From an optimization exercise on the open Yosys and OpenROAD flow, aimed at small area, a short achievable clock period and few clock cycles per item; shortcuts taken in it are not production practice. Where RTL was checked, it was by simulation tests only, not by an equivalence proof against the original. The clock input has no modelled driver; a real chip could not lean on it and would need a root buffer or a full tree. Power and IR drop assume default switching activity.

==> v37 <==
## CompMul
module CompMul(
	input [31:0] Multiplicand_input,
	input [31:0] Multiplier_input,
	input run,
	input rst,
	input clk,
	output ready,
	output [63:0] Product_output
	);
	reg [31:0] M;         
	reg [31:0] PL;        
	reg [31:0] S;         
	reg [31:0] C;         
	reg [7:0] LC;        
	reg CF;               
	reg iter, fin, done;
	reg [1:0] cnt;
	assign ready = done;
	assign Product_output = {S, PL};
	wire [9:0] lo_sum2 = {1'b0, PL[31:24], 1'b1} + {1'b0, LC, CF};
	wire [8:0] lo_sum = lo_sum2[9:1];
	wire lo_cout = lo_sum[8];
	wire [40:0] fin_sum2 = {S, PL[31:24], 1'b1} + {C, LC, CF};
	wire [31:0] hi_sum = fin_sum2[40:9];
	wire [7:0] fin_lo = fin_sum2[8:1];
	wire [31:0] pp0 = M & {32{PL[0]}};
	wire [31:0] pp1 = M & {32{PL[1]}};
	wire [31:0] pp2 = M & {32{PL[2]}};
	wire [31:0] pp3 = M & {32{PL[3]}};
	wire [31:0] pp4 = M & {32{PL[4]}};
	wire [31:0] pp5 = M & {32{PL[5]}};
	wire [31:0] pp6 = M & {32{PL[6]}};
	wire [31:0] pp7 = M & {32{PL[7]}};
	wire hs0, hc0;
	HA u_hs0 (.a(C[7]), .b(S[7]), .s(hs0), .co(hc0));
	wire fs0, fc0;
	FA u_fs0 (.a(C[8]), .b(S[8]), .c(pp0[8]), .s(fs0), .co(fc0));
	wire fs1, fc1;
	FA u_fs1 (.a(C[9]), .b(S[9]), .c(pp0[9]), .s(fs1), .co(fc1));
	wire fs2, fc2;
	FA u_fs2 (.a(C[10]), .b(S[10]), .c(pp0[10]), .s(fs2), .co(fc2));
	wire fs3, fc3;
	FA u_fs3 (.a(C[11]), .b(S[11]), .c(pp0[11]), .s(fs3), .co(fc3));
	wire fs4, fc4;
	FA u_fs4 (.a(C[12]), .b(S[12]), .c(pp0[12]), .s(fs4), .co(fc4));
	wire fs5, fc5;
	FA u_fs5 (.a(C[13]), .b(S[13]), .c(pp0[13]), .s(fs5), .co(fc5));
	wire fs6, fc6;
  ...
Settings: LEC_CHECK=0, CAP_MARGIN=20, CORE_MARGIN=2, CORE_UTILIZATION=40, CTS_BUF_LIST=sky130_fd_sc_hd__clkbuf_4 sky130_fd_sc_hd__clkbuf_8, SLEW_MARGIN=20, SYNTH_HIERARCHICAL=1, SYNTH_MINIMUM_KEEP_SIZE=0; clock period 10.0 ns.
standard.sh (not shown) runs the stock make flow with config.mk's settings and CLKGATE_MAP_FILE= SYNTH_SCRIPT=/design/flow/synth_recipe.tcl, a recipe that flattens the netlist after the stock synthesis.
==> flow/flow/run.sh <==
#!/bin/bash
# Own layout flow: the standard layout (standard.sh), with two changes:
#  - the port buffers that buffer_ports inserts are of the cell named in flow/knobs
#    (PORT_BUF) instead of the default pick;
#  - repair_timing aims for the setup margin named in flow/knobs (SETUP_MARGIN).
# Each make run writes its full output to a log file in this folder; ORFS's own
# per-step logs stay under orfs/logs/.
set -euo pipefail
source flow/knobs
bash standard.sh \
  "BUFFER_PORTS_ARGS=-buffer_cell $PORT_BUF" \
  "SETUP_SLACK_MARGIN=$SETUP_MARGIN" \
  finish > make_finish.log 2>&1
==> flow/flow/knobs <==
PORT_BUF=sky130_fd_sc_hd__buf_2
SETUP_MARGIN=7.2
==> v12: changes against v37 <==
==> flow/flow/knobs (replaced) <==
PORT_BUF=sky130_fd_sc_hd__buf_2
SETUP_MARGIN=0
Settings changed: CTS_BUF_LIST sky130_fd_sc_hd__clkbuf_4 sky130_fd_sc_hd__clkbuf_8 to default.
==> v29: changes against v37 <==
--- a/flow/design.v
+++ b/flow/design.v
@@ -14,18 +14,15 @@
 	reg [7:0] LC;        
 	reg CF;               
 	reg iter, fin, done;
 	reg [1:0] cnt;
 	assign ready = done;
 	assign Product_output = {S, PL};
-	wire [9:0] lo_sum2 = {1'b0, PL[31:24], 1'b1} + {1'b0, LC, CF};
-	wire [8:0] lo_sum = lo_sum2[9:1];
+	wire [8:0] lo_sum = {1'b0, PL[31:24]} + {1'b0, LC} + {8'd0, CF};
 	wire lo_cout = lo_sum[8];
-	wire [40:0] fin_sum2 = {S, PL[31:24], 1'b1} + {C, LC, CF};
-	wire [31:0] hi_sum = fin_sum2[40:9];
-	wire [7:0] fin_lo = fin_sum2[8:1];
+	wire [32:0] hi_sum = {S, 1'b1} + {C, lo_cout};
 	wire [31:0] pp0 = M & {32{PL[0]}};
 	wire [31:0] pp1 = M & {32{PL[1]}};
 	wire [31:0] pp2 = M & {32{PL[2]}};
 	wire [31:0] pp3 = M & {32{PL[3]}};
 	wire [31:0] pp4 = M & {32{PL[4]}};
 	wire [31:0] pp5 = M & {32{PL[5]}};
@@ -551,13 +548,13 @@
 			fin <= 1'b0;
 			done <= 1'b0;
 			cnt <= 2'd0;
 			S <= 32'd0;
 		end else begin
 			if (iter) S <= TS[39:8];
-			else S <= hi_sum;
+			else S <= hi_sum[32:1];
 			if (!iter && !fin && !done) begin
 				if (run) iter <= 1'b1;
 				cnt <= 2'd0;
 			end else if (iter) begin
 				cnt <= cnt + 2'd1;
 				if (cnt == 2'd3) begin
@@ -573,13 +570,13 @@
 	always @(posedge clk) begin
 		M <= Multiplicand_input;
 		C <= iter ? TC[39:8] : 32'd0;
 		LC <= iter ? TC[7:0] : 8'd0;
 		CF <= iter & lo_cout;
 		if (iter) PL <= {TS[7:0], lo_sum[7:0], PL[23:8]};
-		else if (fin || done) PL[31:24] <= fin_lo;
+		else if (fin || done) PL[31:24] <= lo_sum[7:0];
 		else PL <= Multiplier_input;
 	end
 endmodule
 module FA(input a, input b, input c, output s, output co);
 	assign s = a ^ b ^ c;
 	assign co = (a & b) | (a & c) | (b & c);
==> flow/run.sh (new file) <==
#!/bin/bash
# synth_recipe.tcl (not shown) runs the flow's synth.tcl, then flattens the netlist and writes it again
# the make line also repeats each setting of config.mk as NAME=value (left out here)
make -C /OpenROAD-flow-scripts/flow DESIGN_CONFIG=/design/flow/config.mk WORK_HOME=/design/flow/orfs CLKGATE_MAP_FILE= SYNTH_SCRIPT=/design/flow/synth_recipe.tcl finish
Settings changed: CTS_BUF_LIST sky130_fd_sc_hd__clkbuf_4 sky130_fd_sc_hd__clkbuf_8 to default.
removed: flow/flow/run.sh
removed: flow/flow/knobs
removed: flow/standard.sh
==> impl_results.md <==
- Status: no timing/DRC/antenna violations
- Max incr delay on CP: 0.46 ns
- Register-to-register setup slack: 5.73 ns
- Hold Slack: 0.5039 ns
- Share of cells above drive strength 1: 0.06848
- Clock share of power: 0.249
- Min Tclk post-route: 4.272 ns
- Synth Area in Simple Gates: 0.1837
- Data buffer area share: 0.08898
- FF-to-FF path depth: 17
- Cell area after layout: 15,660 sq um
- Final Skew: 0.01935 ns
- Multi-input logic portion of the cell area: 0.6251
the above is filed under v29

==> impl_results.md <==
- Sequential share of cell area: 0.2149
- Max incr delay on CP: 0.96 ns
- Synth Area in Simple Gates: 0.1935
- Share of cells above drive strength 1: 0.1641
- Syn. warnings: 7
- Data buffer area share: 0.05094
- Min Tclk post-route: 3.991 ns
- 1st-iter DRT viols: 460
- Register-to-register setup slack: 6.20 ns
- Clock share of power: 0.240
- Multi-input logic portion of the cell area: 0.6551
- CP Class: reg -> out
- Final Skew: 0.01272 ns
- Status: no timing/DRC/antenna violations
- Hold Slack: 0.4816 ns
- Cell area after layout: 15,130 sq um
the above is filed under v12

==> impl_results.md <==
- Data buffer area share: 0.1064
- Share of cells above drive strength 1: 0.2882
- Synth Area in Simple Gates: 0.1935
- Max incr delay on CP: 0.51 ns
- FF-to-FF path depth: 9
- Hold Slack: 0.5051 ns
- Status: no timing/DRC/antenna violations
- Register-to-register setup slack: 6.61 ns
- Final Skew: 0.01649 ns
- Cell area after layout: 16,330 sq um
- Min Tclk post-route: 3.386 ns
- Clock share of power: 0.190
the above is filed under v37

No functional check of the RTL was part of any run of this note.

* * *

==> run a <==
CompMul, a different RTL version from the one above (not shown whole).
==> flow/config.mk <==
export PLATFORM = sky130hd
export DESIGN_NAME = CompMul
export DESIGN_NICKNAME = CompMul
export VERILOG_FILES = /design/flow/design.v
export SDC_FILE = /design/flow/constraint.sdc
export NUM_CORES = 4
export LEC_CHECK = 0
export CAP_MARGIN = 20
export CORE_MARGIN = 2
export CORE_UTILIZATION = 40
export CTS_BUF_LIST = sky130_fd_sc_hd__clkbuf_16
export CTS_CLUSTER_DIAMETER = 300
export CTS_CLUSTER_SIZE = 40
export SLEW_MARGIN = 20
export SYNTH_HIERARCHICAL = 1
export SYNTH_MINIMUM_KEEP_SIZE = 0
==> flow/constraint.sdc <==
create_clock -name core_clock -period 10.0 [get_ports {clk}]
set_input_delay 2.0000 -clock core_clock [delete_from_list [all_inputs] [get_ports {clk}]]
set_output_delay 2.0000 -clock core_clock [all_outputs]
set_load 0.01 [all_outputs]
==> flow/flow/run.sh <==
#!/bin/bash
# Own layout flow: the standard layout (standard.sh) with these changes:
#  - the port buffers that buffer_ports inserts are of the cell named in flow/knobs
#    (PORT_BUF) instead of the default pick;
#  - repair_timing aims for the setup margin named in flow/knobs (SETUP_MARGIN);
#  - the clock tree step runs flow/cts_manual.tcl: the clock port drives
#    CLOCK_ROOTS clkbuf_16 buffers, each driving CLOCK_LEAVES clkbuf_16 buffers that
#    drive the registers of one region each (every register two buffers away),
#    instead of TritonCTS's tree (then the same repair as ORFS's step).
# Each make run writes its full output to a log file of its own in this folder;
# ORFS's own per-step logs stay under orfs/logs/.
set -euo pipefail
source flow/knobs
export OWN_FLOW_DIR="$PWD/flow"
export CLOCK_ROOTS CLOCK_LEAVES
ARGS=("BUFFER_PORTS_ARGS=-buffer_cell $PORT_BUF" "SETUP_SLACK_MARGIN=$SETUP_MARGIN")
bash standard.sh "${ARGS[@]}" place > make_place.log 2>&1
bash standard.sh "${ARGS[@]}" run RUN_SCRIPT="$PWD/flow/cts_manual.tcl" RUN_LOG_NAME_STEM=4_1_cts > make_cts.log 2>&1
bash standard.sh "${ARGS[@]}" finish > make_finish.log 2>&1
==> flow/flow/knobs <==
PORT_BUF=sky130_fd_sc_hd__buf_1
SETUP_MARGIN=7.0
CLOCK_ROOTS=4
CLOCK_LEAVES=2
Other scripts of this flow, unchanged in this note and not shown: flow/flow/cts_manual.tcl, flow/flow/mktree.tcl
==> inputs of run b, as changes to run a <==
- CORE_UTILIZATION: 40 -> 55
==> inputs of run c, as changes to run a <==
==> flow/flow/knobs (replaced) <==
PORT_BUF=sky130_fd_sc_hd__buf_1
SETUP_MARGIN=7.05
CLOCK_ROOTS=4
CLOCK_LEAVES=2
- CORE_UTILIZATION: 40 -> 65
==> notes.md <==
- Run a ran to the end with no violations. Run c ran to the end with no violations. Run b completed without violations.
- In run a the routed wire length is larger than in run c, by 1.6%.
- In combinational power, run a and run c hardly differ.
- The lowest first-iteration DRC count belongs to run b, the highest to run c.
- Area after synthesis is the same in run a and run c.
- Sequential power is about the same in run b and run a.
- In sequential cell count, run a and run c do not differ.
- Design area, highest first: run a, run c, run b.
Testbench counts of run a, summed over its fixed seeds: cycles 14,400, items 2,400.
Testbench counts of run b, summed over its fixed seeds: cycles 14,400, items 2,400.
Testbench counts of run c, summed over its fixed seeds: cycles 14,400, items 2,400.
No run of this note takes its clock network from TritonCTS; it comes from the design's own scripts or RTL.

* * *

==> inputs of 04-09 <==
CompMul, a different RTL version from the one above (not shown whole).
// CompMul
module CompMul(
	input [31:0] Multiplicand_input,
	input [31:0] Multiplier_input,
	input run,
	input rst,
	input clk,
	output ready,
	output [63:0] Product_output
	);
Settings: LEC_CHECK=0, CAP_MARGIN=20, CORE_MARGIN=2, CORE_UTILIZATION=40, CTS_BUF_LIST=sky130_fd_sc_hd__clkbuf_16, CTS_CLUSTER_DIAMETER=300, CTS_CLUSTER_SIZE=40, SLEW_MARGIN=20, SYNTH_HIERARCHICAL=1, SYNTH_MINIMUM_KEEP_SIZE=0; clock period 10.0 ns.
==> flow/flow/run.sh <==
#!/bin/bash
# Own layout flow: the standard layout (standard.sh), with two changes:
#  - the port buffers that buffer_ports inserts are of the cell named in flow/knobs
#    (PORT_BUF) instead of the default pick;
#  - repair_timing aims for the setup margin named in flow/knobs (SETUP_MARGIN).
# Each make run writes its full output to a log file in this folder; ORFS's own
# per-step logs stay under orfs/logs/.
set -euo pipefail
source flow/knobs
bash standard.sh \
  "BUFFER_PORTS_ARGS=-buffer_cell $PORT_BUF" \
  "SETUP_SLACK_MARGIN=$SETUP_MARGIN" \
  finish > make_finish.log 2>&1
==> flow/flow/knobs <==
PORT_BUF=sky130_fd_sc_hd__buf_1
SETUP_MARGIN=6.85
==> 09-14 (differences from 04-09) <==
==> flow/flow/knobs (replaced) <==
PORT_BUF=sky130_fd_sc_hd__buf_1
SETUP_MARGIN=7.0
==> impl_metrics.py <==
metrics = {
    "outcome": {
        "status": "no timing/DRC/antenna violations",
    },
    "cells_and_area": {
        "multi_input_area_share": 0.617,
        "nNetsFinal": 1689,
        "final_layout_size_suffix_gt1_frac": 0.204,
        "fin_cells": 1842,
    },
    "worst_setup_path": {
        "regToRegSetupSlack_ps": 6990,
        "rr_worst_depth": 8,
    },
    "routing": {
        "drtIter0Drc": 789,
        "vias": 10400,
    },
    "global_routing": {
        "grt_pass1_vias": 10800,
    },
}
[end of results for 09-14]
==> impl_metrics.py <==
metrics = {
    "cells_and_area": {
        "final_layout_size_suffix_gt1_frac": 0.0935,
        "fin_cells": 1806,
        "nNetsFinal": 1655,
        "multi_input_area_share": 0.636,
    },
    "routing": {
        "vias": 10100,
        "drtIter0Drc": 710,
        "drt-total-wl_um": 39800,
    },
    "worst_setup_path": {
        "rr_worst_depth": 11,
        "regToRegSetupSlack_ps": 6910,
    },
    "placed_design": {
        "dpl_cell_area_mm2": 0.0142,
    },
    "outcome": {
        "status": "no timing/DRC/antenna violations",
    },
    "power": {
        "p_per_area_mw_per_mm2": 174,
    },
}
[end of results for 04-09]
Testbench counts of 04-09, summed over its fixed seeds: cycles 14,400, items 2,400.
Testbench counts of 09-14, summed over its fixed seeds: cycles 14,400, items 2,400.

* * *

==> inputs of 05-28 <==
Another version of the RTL of CompMul (not shown whole).
Settings: LEC_CHECK=0, CAP_MARGIN=20, CORE_MARGIN=2, CORE_UTILIZATION=40, CTS_BUF_LIST=sky130_fd_sc_hd__clkbuf_16, CTS_CLUSTER_DIAMETER=300, CTS_CLUSTER_SIZE=40, SLEW_MARGIN=20, SYNTH_HIERARCHICAL=1, SYNTH_MINIMUM_KEEP_SIZE=0; clock period 10.0 ns.
==> flow/flow/knobs <==
PORT_BUF=sky130_fd_sc_hd__buf_1
SETUP_MARGIN=6.7
Scripts as last shown in full above: flow/flow/run.sh
==> 12-23: changes against 05-28 <==
==> flow/flow/knobs (replaced) <==
PORT_BUF=sky130_fd_sc_hd__buf_1
SETUP_MARGIN=7.0
==> run_results.csv <==
group,metric,value,unit
pwr,p_comb,1.37,mW
grt,grtUsageMet3,0.0491,
setup_path,cp-startpoint,"ONE[1]$_DFF_P_",
status,status,"no timing/DRC/antenna violations",
-- figures above: 12-23

==> run_results.csv <==
group,metric,value,unit
status,status,"no timing/DRC/antenna violations",
grt,grtUsageMet3,0.0350,
setup_path,cp-startpoint,"Multiplier_input[0]",
pwr,p_comb,1.20,mW
-- figures above: 05-28

Function was not checked in any run of this note: the RTL went through the layout flow alone.

* * *

==> 10-14 <==
CompMul, a different RTL version from the one above (not shown whole).
==> flow/config.mk <==
export PLATFORM = sky130hd
export DESIGN_NAME = CompMul
export DESIGN_NICKNAME = CompMul
export VERILOG_FILES = /design/flow/design.v
export SDC_FILE = /design/flow/constraint.sdc
export NUM_CORES = 4
export LEC_CHECK = 0
export CAP_MARGIN = 20
export CORE_MARGIN = 2
export CORE_UTILIZATION = 40
export CTS_BUF_LIST = sky130_fd_sc_hd__clkbuf_4 sky130_fd_sc_hd__clkbuf_8
export SLEW_MARGIN = 20
export SYNTH_HIERARCHICAL = 1
export SYNTH_MINIMUM_KEEP_SIZE = 0
==> flow/constraint.sdc <==
create_clock -name core_clock -period 10.0 [get_ports {clk}]
set_input_delay 2.0000 -clock core_clock [delete_from_list [all_inputs] [get_ports {clk}]]
set_output_delay 2.0000 -clock core_clock [all_outputs]
set_load 0.01 [all_outputs]
==> flow/flow/knobs <==
PORT_BUF=sky130_fd_sc_hd__buf_2
SETUP_MARGIN=6.5
Scripts as last shown in full above: flow/flow/run.sh
==> inputs of 04-16, as changes to 10-14 <==
--- a/flow/design.v
+++ b/flow/design.v
@@ -11,32 +11,30 @@
 	reg [31:0] PL;        
 	reg [31:0] S;         
 	reg [31:0] C;         
 	reg [7:0] LC;        
 	reg CF;               
 	reg [7:0] BBn;       
-	reg [7:0] BBp;       
 	reg iter, fin, done;
 	reg [1:0] cnt;
-	wire idle = ~(iter | fin | done);
 	assign ready = done;
 	assign Product_output = {S, PL};
 	wire [9:0] lo_sum2 = {1'b0, PL[31:24], 1'b1} + {1'b0, LC, CF};
 	wire [8:0] lo_sum = lo_sum2[9:1];
 	wire lo_cout = lo_sum[8];
 	wire [40:0] fin_sum2 = {S, PL[31:24], 1'b1} + {C, LC, CF};
 	wire [31:0] hi_sum = fin_sum2[40:9];
 	wire [7:0] fin_lo = fin_sum2[8:1];
-	wire [31:0] pp0 = {~Mn[31:16] & {16{BBp[0]}}, ~(Mn[15:0] | {16{BBn[0]}})};
-	wire [31:0] pp1 = {~Mn[31:16] & {16{BBp[1]}}, ~(Mn[15:0] | {16{BBn[1]}})};
-	wire [31:0] pp2 = {~Mn[31:16] & {16{BBp[2]}}, ~(Mn[15:0] | {16{BBn[2]}})};
-	wire [31:0] pp3 = {~Mn[31:16] & {16{BBp[3]}}, ~(Mn[15:0] | {16{BBn[3]}})};
-	wire [31:0] pp4 = {~Mn[31:16] & {16{BBp[4]}}, ~(Mn[15:0] | {16{BBn[4]}})};
-	wire [31:0] pp5 = {~Mn[31:16] & {16{BBp[5]}}, ~(Mn[15:0] | {16{BBn[5]}})};
-	wire [31:0] pp6 = {~Mn[31:16] & {16{BBp[6]}}, ~(Mn[15:0] | {16{BBn[6]}})};
-	wire [31:0] pp7 = {~Mn[31:16] & {16{BBp[7]}}, ~(Mn[15:0] | {16{BBn[7]}})};
+	wire [31:0] pp0 = ~(Mn | {32{BBn[0]}});
+	wire [31:0] pp1 = ~(Mn | {32{BBn[1]}});
+	wire [31:0] pp2 = ~(Mn | {32{BBn[2]}});
+	wire [31:0] pp3 = ~(Mn | {32{BBn[3]}});
+	wire [31:0] pp4 = ~(Mn | {32{BBn[4]}});
+	wire [31:0] pp5 = ~(Mn | {32{BBn[5]}});
+	wire [31:0] pp6 = ~(Mn | {32{BBn[6]}});
+	wire [31:0] pp7 = ~(Mn | {32{BBn[7]}});
 	wire hs0, hc0;
 	HA u_hs0 (.a(C[7]), .b(S[7]), .s(hs0), .co(hc0));
 	wire fs0, fc0;
 	FA u_fs0 (.a(C[8]), .b(S[8]), .c(pp0[8]), .s(fs0), .co(fc0));
 	wire fs1, fc1;
 	FA u_fs1 (.a(C[9]), .b(S[9]), .c(pp0[9]), .s(fs1), .co(fc1));
@@ -551,14 +549,17 @@
 	always @(posedge clk or posedge rst) begin
 		if (rst) begin
 			iter <= 1'b0;
 			fin <= 1'b0;
 			done <= 1'b0;
 			cnt <= 2'd0;
+			S <= 32'd0;
 		end else begin
-			if (idle) begin
+			if (iter) S <= TS[39:8];
+			else S <= hi_sum;
+			if (!iter && !fin && !done) begin
 				if (run) iter <= 1'b1;
 				cnt <= 2'd0;
 			end else if (iter) begin
 				cnt <= cnt + 2'd1;
 				if (cnt == 2'd3) begin
 					iter <= 1'b0;
@@ -569,37 +570,26 @@
 				done <= 1'b1;
 			end
 		end
 	end
 	always @(posedge clk) begin
 		Mn <= ~Multiplicand_input;
-		BBn <= idle ? ~Multiplier_input[7:0] : ~PL[15:8];
-		BBp <= idle ? Multiplier_input[7:0] : PL[15:8];
-		if (iter) begin
-			S <= TS[39:8];
-			C <= TC[39:8];
-			LC <= TC[7:0];
-			CF <= lo_cout;
-			PL <= {TS[7:0], lo_sum[7:0], PL[23:8]};
-		end else if (idle) begin
-			S <= 32'd0;
-			C <= 32'd0;
-			LC <= 8'd0;
-			CF <= 1'b0;
-			PL <= Multiplier_input;
-		end else begin
-			S <= hi_sum;
-			C <= 32'd0;
-			LC <= 8'd0;
-			CF <= 1'b0;
-			PL[31:24] <= fin_lo;
-		end
+		C <= iter ? TC[39:8] : 32'd0;
+		LC <= iter ? TC[7:0] : 8'd0;
+		CF <= iter & lo_cout;
+		BBn <= (iter || fin || done) ? ~PL[15:8] : ~Multiplier_input[7:0];
+		if (iter) PL <= {TS[7:0], lo_sum[7:0], PL[23:8]};
+		else if (fin || done) PL[31:24] <= fin_lo;
+		else PL <= Multiplier_input;
 	end
 endmodule
 module FA(input a, input b, input c, output s, output co);
 	assign s = a ^ b ^ c;
 	assign co = (a & b) | (a & c) | (b & c);
 endmodule
+module INV(input a, output y);
+	assign y = ~a;
+endmodule
 module HA(input a, input b, output s, output co);
 	assign s = a ^ b;
 	assign co = a & b;
 endmodule
==> inputs of 12-22, as changes to 10-14 <==
--- a/flow/design.v
+++ b/flow/design.v
@@ -11,32 +11,30 @@
 	reg [31:0] PL;        
 	reg [31:0] S;         
 	reg [31:0] C;         
 	reg [7:0] LC;        
 	reg CF;               
 	reg [7:0] BBn;       
-	reg [7:0] BBp;       
 	reg iter, fin, done;
 	reg [1:0] cnt;
-	wire idle = ~(iter | fin | done);
 	assign ready = done;
 	assign Product_output = {S, PL};
 	wire [9:0] lo_sum2 = {1'b0, PL[31:24], 1'b1} + {1'b0, LC, CF};
 	wire [8:0] lo_sum = lo_sum2[9:1];
 	wire lo_cout = lo_sum[8];
 	wire [40:0] fin_sum2 = {S, PL[31:24], 1'b1} + {C, LC, CF};
 	wire [31:0] hi_sum = fin_sum2[40:9];
 	wire [7:0] fin_lo = fin_sum2[8:1];
-	wire [31:0] pp0 = {~Mn[31:16] & {16{BBp[0]}}, ~(Mn[15:0] | {16{BBn[0]}})};
-	wire [31:0] pp1 = {~Mn[31:16] & {16{BBp[1]}}, ~(Mn[15:0] | {16{BBn[1]}})};
-	wire [31:0] pp2 = {~Mn[31:16] & {16{BBp[2]}}, ~(Mn[15:0] | {16{BBn[2]}})};
-	wire [31:0] pp3 = {~Mn[31:16] & {16{BBp[3]}}, ~(Mn[15:0] | {16{BBn[3]}})};
-	wire [31:0] pp4 = {~Mn[31:16] & {16{BBp[4]}}, ~(Mn[15:0] | {16{BBn[4]}})};
-	wire [31:0] pp5 = {~Mn[31:16] & {16{BBp[5]}}, ~(Mn[15:0] | {16{BBn[5]}})};
-	wire [31:0] pp6 = {~Mn[31:16] & {16{BBp[6]}}, ~(Mn[15:0] | {16{BBn[6]}})};
-	wire [31:0] pp7 = {~Mn[31:16] & {16{BBp[7]}}, ~(Mn[15:0] | {16{BBn[7]}})};
+	wire [31:0] pp0 = ~(Mn | {32{BBn[0]}});
+	wire [31:0] pp1 = ~(Mn | {32{BBn[1]}});
+	wire [31:0] pp2 = ~(Mn | {32{BBn[2]}});
+	wire [31:0] pp3 = ~(Mn | {32{BBn[3]}});
+	wire [31:0] pp4 = ~(Mn | {32{BBn[4]}});
+	wire [31:0] pp5 = ~(Mn | {32{BBn[5]}});
+	wire [31:0] pp6 = ~(Mn | {32{BBn[6]}});
+	wire [31:0] pp7 = ~(Mn | {32{BBn[7]}});
 	wire hs0, hc0;
 	HA u_hs0 (.a(C[7]), .b(S[7]), .s(hs0), .co(hc0));
 	wire fs0, fc0;
 	FA u_fs0 (.a(C[8]), .b(S[8]), .c(pp0[8]), .s(fs0), .co(fc0));
 	wire fs1, fc1;
 	FA u_fs1 (.a(C[9]), .b(S[9]), .c(pp0[9]), .s(fs1), .co(fc1));
@@ -551,14 +549,17 @@
 	always @(posedge clk or posedge rst) begin
 		if (rst) begin
 			iter <= 1'b0;
 			fin <= 1'b0;
 			done <= 1'b0;
 			cnt <= 2'd0;
+			S <= 32'd0;
 		end else begin
-			if (idle) begin
+			if (iter) S <= TS[39:8];
+			else S <= hi_sum;
+			if (!iter && !fin && !done) begin
 				if (run) iter <= 1'b1;
 				cnt <= 2'd0;
 			end else if (iter) begin
 				cnt <= cnt + 2'd1;
 				if (cnt == 2'd3) begin
 					iter <= 1'b0;
@@ -569,37 +570,26 @@
 				done <= 1'b1;
 			end
 		end
 	end
 	always @(posedge clk) begin
 		Mn <= ~Multiplicand_input;
-		BBn <= idle ? ~Multiplier_input[7:0] : ~PL[15:8];
-		BBp <= idle ? Multiplier_input[7:0] : PL[15:8];
-		if (iter) begin
-			S <= TS[39:8];
-			C <= TC[39:8];
-			LC <= TC[7:0];
-			CF <= lo_cout;
-			PL <= {TS[7:0], lo_sum[7:0], PL[23:8]};
-		end else if (idle) begin
-			S <= 32'd0;
-			C <= 32'd0;
-			LC <= 8'd0;
-			CF <= 1'b0;
-			PL <= Multiplier_input;
-		end else begin
-			S <= hi_sum;
-			C <= 32'd0;
-			LC <= 8'd0;
-			CF <= 1'b0;
-			PL[31:24] <= fin_lo;
-		end
+		C <= iter ? TC[39:8] : 32'd0;
+		LC <= iter ? TC[7:0] : 8'd0;
+		CF <= iter & lo_cout;
+		BBn <= (iter || fin || done) ? ~PL[15:8] : ~Multiplier_input[7:0];
+		if (iter) PL <= {TS[7:0], lo_sum[7:0], PL[23:8]};
+		else if (fin || done) PL[31:24] <= fin_lo;
+		else PL <= Multiplier_input;
 	end
 endmodule
 module FA(input a, input b, input c, output s, output co);
 	assign s = a ^ b ^ c;
 	assign co = (a & b) | (a & c) | (b & c);
 endmodule
+module INV(input a, output y);
+	assign y = ~a;
+endmodule
 module HA(input a, input b, output s, output co);
 	assign s = a ^ b;
 	assign co = a & b;
 endmodule
Settings changed: CORE_UTILIZATION 40 to 65.
==> notes.md <==
item                                                                             12-22                  10-14                    04-16
Status                                                                  finished clean         finished clean           finished clean
Post-route minimum period                                                      3370 ps                3390 ps                  3360 ps
Setup WS pre-CTS                                                               6590 ps                6310 ps                  6580 ps
Flop pwr share                                                                   0.315                  0.326                    0.321
Fin crit share                                                                   0.337                  0.339                    0.336
Final Total Pwr                                                              0.00260 W              0.00265 W                0.00256 W
Fraction of registers with async set or reset after synthesis                    0.248                 0.0318                    0.248
Netlist area before placement                                                13300 µm²              13500 µm²                13300 µm²
Switching power                                                              0.00109 W              0.00114 W                0.00110 W
Final Non-Filler Cells                                                            1626                   1803                     1794
Sequential cells                                                                   149                    157                      149
Required arrival time at the worst endpoint                                   10350 ps               10380 ps                 10370 ps
RSZ-0062 raised after global routing                                             false                  false                     true
Most frequently used cell type in the post-synthesis netlist   sky130_fd_sc_hd__nor2_1  sky130_fd_sc_hd__fa_1  sky130_fd_sc_hd__nor2_1
Multi-input gate share of the layout cell area                                   0.647                  0.644                    0.640
Worst slew margin relative to its limit                                          0.380                  0.298                    0.292
Testbench counts of 04-16, summed over its fixed seeds: cycles 14,400, items 2,400.
Testbench counts of 12-22, summed over its fixed seeds: cycles 14,400, items 2,400.
Function not checked in 10-14: the RTL went through the layout flow alone.

[re-timing with driven ports]
In the flow no input, the clock included, has a driving cell. The finished layouts below were timed again as built, in two steps. Step 1 sets driving cells, clkbuf_16 on the clock port and buf_2 on the other inputs (assumed; they add their load-dependent delay and slew). Step 2 adds t to the input delays and takes it off the output delays; t is the mean of the earliest and latest rising clock arrival at the registers after step 1. Input paths then give back, and output paths get back, about the clock's delay inside the block. Three values: ideal, step 1, step 2; two values: the first two.
| run | t (ns) | setup slack, ns | worst register clock-pin slew, ns |
|---|---|---|---|
| v37 | 0.520 | 6.614 / 6.605 / 6.614 | 0.10 / 0.10 |
| v12 | 0.484 | 6.009 / 5.954 / 6.205 | 0.07 / 0.07 |
| v29 | 0.485 | 5.728 / 5.695 / 5.728 | 0.08 / 0.08 |
| run a | 0.384 | 7.028 / 6.926 / 6.901 | 0.10 / 0.10 |
| run b | 0.389 | 7.066 / 6.979 / 6.938 | 0.09 / 0.09 |
| run c | 0.381 | 7.059 / 6.955 / 6.834 | 0.09 / 0.09 |
| 04-09 | 0.514 | 6.872 / 6.816 / 6.906 | 0.08 / 0.08 |
| 09-14 | 0.506 | 6.957 / 6.905 / 6.994 | 0.08 / 0.08 |
| 05-28 | 0.499 | 6.688 / 6.711 / 6.212 | 0.09 / 0.09 |
| 12-23 | 0.504 | 6.827 / 6.827 / 6.553 | 0.08 / 0.08 |
| 10-14 | 0.520 | 6.607 / 6.607 / 6.607 | 0.12 / 0.12 |
| 04-16 | 0.517 | 6.645 / 6.645 / 6.645 | 0.11 / 0.11 |
| 12-22 | 0.512 | 6.627 / 6.627 / 6.627 | 0.10 / 0.10 |
After both steps every run listed still meets setup and hold. The setup slack of 05-28, which loses most, moves by +0.023 ns with the drivers and by -0.476 ns with both steps.
